Background: an optimization exercise with open tools, aiming at small area and a short achievable clock period. Do not read the settings as production practice. At most, simulation tests tie the RTL to the original design; equivalence was not proved.

==> inputs of trial 70 <==
Design ALUTop, start of the top module:
module ALUTop(Clk, ALUControl, A, B, Hi_in, Lo_in, ALUResult, Zero, Hi_out, Lo_out);
    input Clk;
    input [5:0] ALUControl;
    input [31:0] A, B, Hi_in, Lo_in;
    output reg [31:0] ALUResult;
    output reg Zero;
    output reg [31:0] Hi_out, Lo_out;
    reg [5:0] ctl_q;
    reg ar_q;       
    reg neg_q;      
    reg hl_q;       
    reg msub_q;     
    reg [31:0] a_q, b_q, hi_q, lo_q;
    wire [31:0] res_d, hi_d, lo_d;
    wire zero_d;
    ALU32Bit alu(.ALUControl(ctl_q), .op_ar(ar_q), .op_neg(neg_q), .op_hl(hl_q), .op_msub(msub_q), .A(a_q), .B(b_q), .ALUResult(res_d), .Zero(zero_d),
                 .Hi_in(hi_q), .Lo_in(lo_q), .Hi_out(hi_d), .Lo_out(lo_d));
    always @(posedge Clk) begin
        ctl_q <= ALUControl;
        ar_q <= (ALUControl[5:2] == 4'b0000) | (ALUControl == 6'h25) | (ALUControl == 6'h04) |
                (ALUControl == 6'h16) | (ALUControl == 6'h17) | (ALUControl == 6'h1F) | (ALUControl == 6'h20);
        neg_q <= (ALUControl == 6'h04) | (ALUControl == 6'h16) | (ALUControl == 6'h17) |
                 (ALUControl == 6'h1F) | (ALUControl == 6'h20);
        hl_q <= (ALUControl == 6'h08) | (ALUControl == 6'h09);
        msub_q <= (ALUControl == 6'h09);
        a_q <= A;
        b_q <= B;
        hi_q <= Hi_in;
        lo_q <= Lo_in;
        ALUResult <= res_d;
        Zero <= zero_d;
        Hi_out <= hi_d;
        Lo_out <= lo_d;
    end
endmodule
Settings: LEC_CHECK=0, ABC_AREA=1, CAP_MARGIN=20, CORE_MARGIN=2, CORE_UTILIZATION=60, SLEW_MARGIN=20, SYNTH_HIERARCHICAL=1, SYNTH_MINIMUM_KEEP_SIZE=0; clock period 14.0 ns.
standard.sh (not shown) runs the stock make flow with config.mk's settings and CLKGATE_MAP_FILE= SYNTH_SCRIPT=/design/flow/synth_recipe.tcl, a recipe that flattens the netlist after the stock synthesis.
==> flow/flow/run.sh <==
#!/bin/bash
set -euo pipefail
export SETUP_SLACK_MARGIN=${SETUP_MARGIN:-10}
bash standard.sh > standard.log 2>&1
==> inputs of build 34, as changes to trial 70 <==
--- a/flow/design.v
+++ b/flow/design.v
@@ -1,13 +1,15 @@
 `timescale 1ns / 1ps
-module ALU32Bit(ALUControl, op_ar, op_neg, op_hl, op_msub, A, B, ALUResult, Zero, Hi_in, Lo_in, Hi_out, Lo_out);
+module ALU32Bit(ALUControl, op_ar, op_neg, op_hl, op_msub, bone, btwo, bneg, bhi, A, B, ALUResult, Zero, Hi_in, Lo_in, Hi_out, Lo_out);
     input [5:0] ALUControl;
     input op_ar;                        
     input op_neg;                       
     input op_hl;                        
     input op_msub;                      
+    input [15:0] bone, btwo, bneg;
+    input bhi;                          
     input [31:0] A;
     input [31:0] B;
     input [31:0] Hi_in;
     input [31:0] Lo_in;
     output [31:0] ALUResult;
     output Zero;
@@ -21,36 +23,23 @@
     wire op_add  = (ALUControl[5:2] == 4'b0000) | (ALUControl == 6'h25);
     wire op_sub  = (ALUControl == 6'h04);
     wire op_slt  = (ALUControl == 6'h16) | (ALUControl == 6'h17) |
                    (ALUControl == 6'h1F) | (ALUControl == 6'h20);
     wire op_hilo = op_mult | op_madd | op_msub;
     wire op_low  = op_mul | op_add | op_sub;  
-    wire [33:0] bx = {1'b0, B, 1'b0};      
     wire [33:0] ax = {1'b0, A, 1'b0};      
-    wire [15:0] neg, one, two;
     wire [32:0] pp0, pp1, pp2, pp3, pp4, pp5, pp6, pp7;
     wire [32:0] pp8, pp9, pp10, pp11, pp12, pp13, pp14, pp15;
-    wire [31:0] pp16 = A & {32{B[31] & ~op_ar}};
+    wire [31:0] pp16 = A & {32{bhi}};
+    wire [15:0] neg = bneg;
     wire [32:0] ppr [0:15];
     genvar j, i;
     generate
-        for (j = 0; j < 16; j = j + 1) begin : benc
-            wire b0 = bx[2*j];
-            wire b1 = bx[2*j+1];
-            wire b2 = bx[2*j+2];
-            if (j == 0) begin : r0
-                assign neg[j] = b2 & ~op_ar;
-                assign one[j] = (b1 ^ b0) | op_ar;
-                assign two[j] = ((b2 & ~b1 & ~b0) | (~b2 & b1 & b0)) & ~op_ar;
-            end else begin : rj
-                assign neg[j] = b2 & ~op_ar;
-                assign one[j] = (b1 ^ b0) & ~op_ar;
-                assign two[j] = ((b2 & ~b1 & ~b0) | (~b2 & b1 & b0)) & ~op_ar;
-            end
-            for (i = 0; i < 33; i = i + 1) begin : bsel
-                assign ppr[j][i] = ((one[j] & ax[i+1]) | (two[j] & ax[i])) ^ neg[j];
+        for (j = 0; j < 16; j = j + 1) begin : bsel
+            for (i = 0; i < 33; i = i + 1) begin : bb
+                assign ppr[j][i] = ((bone[j] & ax[i+1]) | (btwo[j] & ax[i])) ^ bneg[j];
             end
         end
     endgenerate
     assign pp0 = ppr[0];   assign pp1 = ppr[1];   assign pp2 = ppr[2];   assign pp3 = ppr[3];
     assign pp4 = ppr[4];   assign pp5 = ppr[5];   assign pp6 = ppr[6];   assign pp7 = ppr[7];
     assign pp8 = ppr[8];   assign pp9 = ppr[9];   assign pp10 = ppr[10]; assign pp11 = ppr[11];
@@ -1242,18 +1231,17 @@
     wire fs589, fc589;
     FA ufs589 (.a(fc462), .b(fc524), .c(fs525), .s(fs589), .co(fc589));
     wire fs590, fc590;
     FA ufs590 (.a(hc463), .b(fs526), .c(fc525), .s(fs590), .co(fc590));
     assign px = {fs590, fc588, fs588, fs587, fc585, fc584, fc583, fc582, fc581, fc580, fc579, fc578, fc577, fc576, fc575, fc574, fc573, fc572, fc571, fc570, fc569, fc568, fc567, fc566, fc565, fc564, fc563, fc562, fc561, fc560, fc559, fc558, fc557, fc556, fc555, fc554, fc553, fc552, fc551, fc550, fc549, fc548, fc547, fc546, fc545, fc544, fc543, fc542, fc541, fc540, fc539, fc538, fc537, fc536, fc535, fc534, fc533, fc532, fc531, fc530, fc529, fc528, hc527, hs464};
     assign py = {fc589, fs589, fc587, fc586, fs586, fs585, fs584, fs583, fs582, fs581, fs580, fs579, fs578, fs577, fs576, fs575, fs574, fs573, fs572, fs571, fs570, fs569, fs568, fs567, fs566, fs565, fs564, fs563, fs562, fs561, fs560, fs559, fs558, fs557, fs556, fs555, fs554, fs553, fs552, fs551, fs550, fs549, fs548, fs547, fs546, fs545, fs544, fs543, fs542, fs541, fs540, fs539, fs538, fs537, fs536, fs535, fs534, fs533, fs532, fs531, fs530, fs529, fs528, hs527};
-    wire [63:0] prod = px + py;
-    wire [63:0] mres = prod ^ {64{op_msub}};
-    wire [31:0] zc = {px[30:0] | py[30:0], 1'b0};
-    wire zsum = &(~(px[31:0] ^ py[31:0] ^ zc));
-    assign Hi_out = op_hilo ? mres[63:32] : (op_mthi ? A : Hi_in);
-    assign Lo_out = op_hilo ? mres[31:0]  : (op_mtlo ? A : Lo_in);
+    wire ltu;
+    reg [31:0] r;                       
+    ALUOut fin(.px(px), .py(py), .op_msub(op_msub), .op_hilo(op_hilo), .op_low(op_low),
+               .op_slt(op_slt), .hi_o(op_mthi ? A : Hi_in), .lo_o(op_mtlo ? A : Lo_in), .r(r),
+               .ALUResult(ALUResult), .Zero(Zero), .Hi_out(Hi_out), .Lo_out(Lo_out), .ltu(ltu));
     wire op_sll = (ALUControl == 6'h12) | (ALUControl == 6'h14);
     wire op_sra = (ALUControl == 6'h1C);
     wire op_rot = (ALUControl == 6'h1A) | (ALUControl == 6'h1B);
     wire [31:0] shd = op_sra ? A : B;
     wire [31:0] sha = op_sra ? B : A;
     wire [31:0] fx = op_rot ? B : (op_sll ? {1'b0, B[31:1]} : 32'b0);
@@ -1261,14 +1249,12 @@
     wire [4:0] fk = sha[4:0] ^ {5{op_sll}};
     wire [63:0] fun = {fx, fy} >> fk;
     wire sh_small = ~|sha[31:5];
     wire [31:0] shres = sh_small ? fun[31:0] : ((op_rot & (A == 32'd32)) ? B : 32'b0);
     wire eq = (A == B);
     wire a_nz = |A;
-    wire ltu = prod[32];
-    reg [31:0] r;
     always @(*) begin
         case (ALUControl)
             6'h0A, 6'h0B : r = A & B;
             6'h0C : r = A | B;
             6'h0D : r = ~(A | B);
             6'h0E, 6'h10 : r = A ^ B;
@@ -1287,12 +1273,48 @@
             6'h2A : r = {31'b0, A[31] | ~a_nz};
             6'h2B : r = {31'b0, ~A[31] & a_nz};
             6'h2C : r = {31'b0, ~A[31]};
             default : r = 32'b0;
         endcase
     end
+endmodule
+module ALUOut(px, py, op_msub, op_hilo, op_low, op_slt, hi_o, lo_o, r, ALUResult, Zero, Hi_out, Lo_out, ltu);
+    input [63:0] px, py;
+    input op_msub, op_hilo, op_low, op_slt;
+    input [31:0] hi_o, lo_o, r;
+    output [31:0] ALUResult;
+    output Zero;
+    output [31:0] Hi_out, Lo_out;
+    output ltu;
+    wire [63:0] hp = px ^ py;
+    wire [63:0] gk [0:6];
+    wire [63:0] pk [0:6];
+    assign gk[0] = px & py;
+    assign pk[0] = hp;
+    genvar k, i;
+    generate
+        for (k = 0; k < 6; k = k + 1) begin : sk
+            for (i = 0; i < 64; i = i + 1) begin : b
+                if ((i >> k) & 1) begin : c
+                    assign gk[k+1][i] = gk[k][i] | (pk[k][i] & gk[k][((i >> k) << k) - 1]);
+                    assign pk[k+1][i] = pk[k][i] & pk[k][((i >> k) << k) - 1];
+                end else begin : p
+                    assign gk[k+1][i] = gk[k][i];
+                    assign pk[k+1][i] = pk[k][i];
+                end
+            end
+        end
+    endgenerate
+    wire [63:0] cy = {gk[6][62:0], 1'b0};
+    wire [63:0] prod = hp ^ cy;
+    wire [63:0] mres = (hp ^ {64{op_msub}}) ^ cy;
+    wire [31:0] zc = {px[30:0] | py[30:0], 1'b0};
+    wire zsum = &(~(px[31:0] ^ py[31:0] ^ zc));
+    assign Hi_out = op_hilo ? mres[63:32] : hi_o;
+    assign Lo_out = op_hilo ? mres[31:0]  : lo_o;
+    assign ltu = prod[32];
     assign ALUResult = op_low ? prod[31:0] : (op_slt ? {31'b0, ltu} : r);
     assign Zero = op_low ? zsum : (op_slt ? ~ltu : ~|r);
 endmodule
 module FA(input a, input b, input c, output s, output co);
     assign s = a ^ b ^ c;
     assign co = (a & b) | (a & c) | (b & c);
@@ -1311,25 +1333,50 @@
     output reg [31:0] Hi_out, Lo_out;
     reg [5:0] ctl_q;
     reg ar_q;       
     reg neg_q;      
     reg hl_q;       
     reg msub_q;     
+    reg [15:0] bone_q, btwo_q, bneg_q;
+    reg bhi_q;
+    wire ar_d = (ALUControl[5:2] == 4'b0000) | (ALUControl == 6'h25) | (ALUControl == 6'h04) |
+                (ALUControl == 6'h16) | (ALUControl == 6'h17) | (ALUControl == 6'h1F) | (ALUControl == 6'h20);
+    wire [33:0] bx = {1'b0, B, 1'b0};     
+    wire [15:0] bone_d, btwo_d, bneg_d;
+    genvar j;
+    generate
+        for (j = 0; j < 16; j = j + 1) begin : benc
+            wire b0 = bx[2*j];
+            wire b1 = bx[2*j+1];
+            wire b2 = bx[2*j+2];
+            if (j == 0) begin : r0
+                assign bone_d[j] = (b1 ^ b0) | ar_d;
+            end else begin : rj
+                assign bone_d[j] = (b1 ^ b0) & ~ar_d;
+            end
+            assign btwo_d[j] = ((b2 & ~b1 & ~b0) | (~b2 & b1 & b0)) & ~ar_d;
+            assign bneg_d[j] = b2 & ~ar_d;
+        end
+    endgenerate
     reg [31:0] a_q, b_q, hi_q, lo_q;
     wire [31:0] res_d, hi_d, lo_d;
     wire zero_d;
-    ALU32Bit alu(.ALUControl(ctl_q), .op_ar(ar_q), .op_neg(neg_q), .op_hl(hl_q), .op_msub(msub_q), .A(a_q), .B(b_q), .ALUResult(res_d), .Zero(zero_d),
+    ALU32Bit alu(.ALUControl(ctl_q), .op_ar(ar_q), .op_neg(neg_q), .op_hl(hl_q), .op_msub(msub_q),
+                 .bone(bone_q), .btwo(btwo_q), .bneg(bneg_q), .bhi(bhi_q), .A(a_q), .B(b_q), .ALUResult(res_d), .Zero(zero_d),
                  .Hi_in(hi_q), .Lo_in(lo_q), .Hi_out(hi_d), .Lo_out(lo_d));
     always @(posedge Clk) begin
         ctl_q <= ALUControl;
-        ar_q <= (ALUControl[5:2] == 4'b0000) | (ALUControl == 6'h25) | (ALUControl == 6'h04) |
-                (ALUControl == 6'h16) | (ALUControl == 6'h17) | (ALUControl == 6'h1F) | (ALUControl == 6'h20);
+        ar_q <= ar_d;
         neg_q <= (ALUControl == 6'h04) | (ALUControl == 6'h16) | (ALUControl == 6'h17) |
                  (ALUControl == 6'h1F) | (ALUControl == 6'h20);
         hl_q <= (ALUControl == 6'h08) | (ALUControl == 6'h09);
         msub_q <= (ALUControl == 6'h09);
+        bone_q <= bone_d;
+        btwo_q <= btwo_d;
+        bneg_q <= bneg_d;
+        bhi_q <= B[31] & ~ar_d;
         a_q <= A;
         b_q <= B;
         hi_q <= Hi_in;
         lo_q <= Lo_in;
         ALUResult <= res_d;
         Zero <= zero_d;
==> flow/flow/run.sh (replaced) <==
#!/bin/bash
set -euo pipefail
export SETUP_SLACK_MARGIN=8
bash standard.sh > standard.log 2>&1
--- a/flow/config.mk
+++ b/flow/config.mk
@@ -5,10 +5,10 @@
 export SDC_FILE = /design/flow/constraint.sdc
 export NUM_CORES = 4
 export LEC_CHECK = 0
 export ABC_AREA = 1
 export CAP_MARGIN = 20
 export CORE_MARGIN = 2
-export CORE_UTILIZATION = 60
+export CORE_UTILIZATION = 40
 export SLEW_MARGIN = 20
 export SYNTH_HIERARCHICAL = 1
 export SYNTH_MINIMUM_KEEP_SIZE = 0
==> inputs of trial 28, as changes to trial 70 <==
==> flow/flow/run.sh (replaced) <==
#!/bin/bash
set -euo pipefail
export SETUP_SLACK_MARGIN=${SETUP_MARGIN:-8}
bash standard.sh > standard.log 2>&1
--- a/flow/config.mk
+++ b/flow/config.mk
@@ -5,10 +5,10 @@
 export SDC_FILE = /design/flow/constraint.sdc
 export NUM_CORES = 4
 export LEC_CHECK = 0
 export ABC_AREA = 1
 export CAP_MARGIN = 20
 export CORE_MARGIN = 2
-export CORE_UTILIZATION = 60
+export CORE_UTILIZATION = 40
 export SLEW_MARGIN = 20
 export SYNTH_HIERARCHICAL = 1
 export SYNTH_MINIMUM_KEEP_SIZE = 0
==> comparison table <==
| metric | trial 28 | trial 70 | build 34 |
|---|---|---|---|
| Worst-case hold slack | 0.643 ns | - | 0.691 ns |
| Cell area reported after detailed placement | 46,400 sq um | 46,600 sq um | 47,200 sq um |
| Non-Filler Cell Area, Final | 55,700 sq um | - | 51,700 sq um |
| Clock Buffer Count | 35 | - | 44 |
| Buf/Inv on CP | 4 | - | 4 |
| Slowest stage cell, crit path | sky130_fd_sc_hd__clkinv_1 | - | sky130_fd_sc_hd__xor2_2 |
| Total vias in the final route | 48,206 | - | 45,703 |
| Unique masters post-synth | 59 | 59 | - |
| Proportion of layout cells with a drive suffix above 1 | 0.204 | - | 0.121 |
| CTS tree | built | - | built |
| Multi-input logic portion of the cell area | 0.696 | - | 0.695 |
| Multiplexer area fraction after synthesis | 0 | 0 | - |
| Routed length on met3 | 37,900 um | - | 34,200 um |
| Clock transition at path regs | 0.06 ns | - | 0.06 ns |
| Synthesized area per cell | 7.50 sq um | 7.50 sq um | 7.79 sq um |
| Combined area of all synthesized cells | 42,800 sq um | 42,800 sq um | 44,000 sq um |
| Outcome | complete, no violations | did not finish | complete, no violations |
| Failing step | - | 5_1_grt | - |
| Required time of the critical path | 14.50 ns | - | 14.51 ns |
| Number of buffers created by CTS | 28 | 28 | 36 |
| Final-layout fill cell count | 9,950 | - | 10,613 |
| Capture point of the worst reg-to-reg path | Hi_out[24] | - | Zero |
Only the layout flow was run in trial 70 and trial 28; the RTL was not checked for function there.

## what the ideal ports hide
How much do the figures lean on ideal ports? The routed layouts below were timed once more, with nothing changed but the port constraints. Step 1, drivers: a clkbuf_16 drives Clk and a buf_2 each remaining input, both assumed. Step 2 adds t to the input delays and takes it off the output delays; t is the mean of the earliest and latest rising clock arrival at the registers after step 1. Input paths then give back, and output paths get back, about the clock's delay inside the block. a / b / c = no drivers / after step 1 / after step 2; a / b = the first two.
| run | t (ns) | setup slack, ns | worst slew at a driven data input, ns | cell pins on the clock port's net |
|---|---|---|---|---|
| build 34 | 0.698 | 8.046 / 8.046 / 8.046 | 0.11 | 1 |
| trial 28 | 0.730 | 7.070 / 7.070 / 7.070 | 0.06 | 1 |
After both steps every run listed still meets setup and hold.
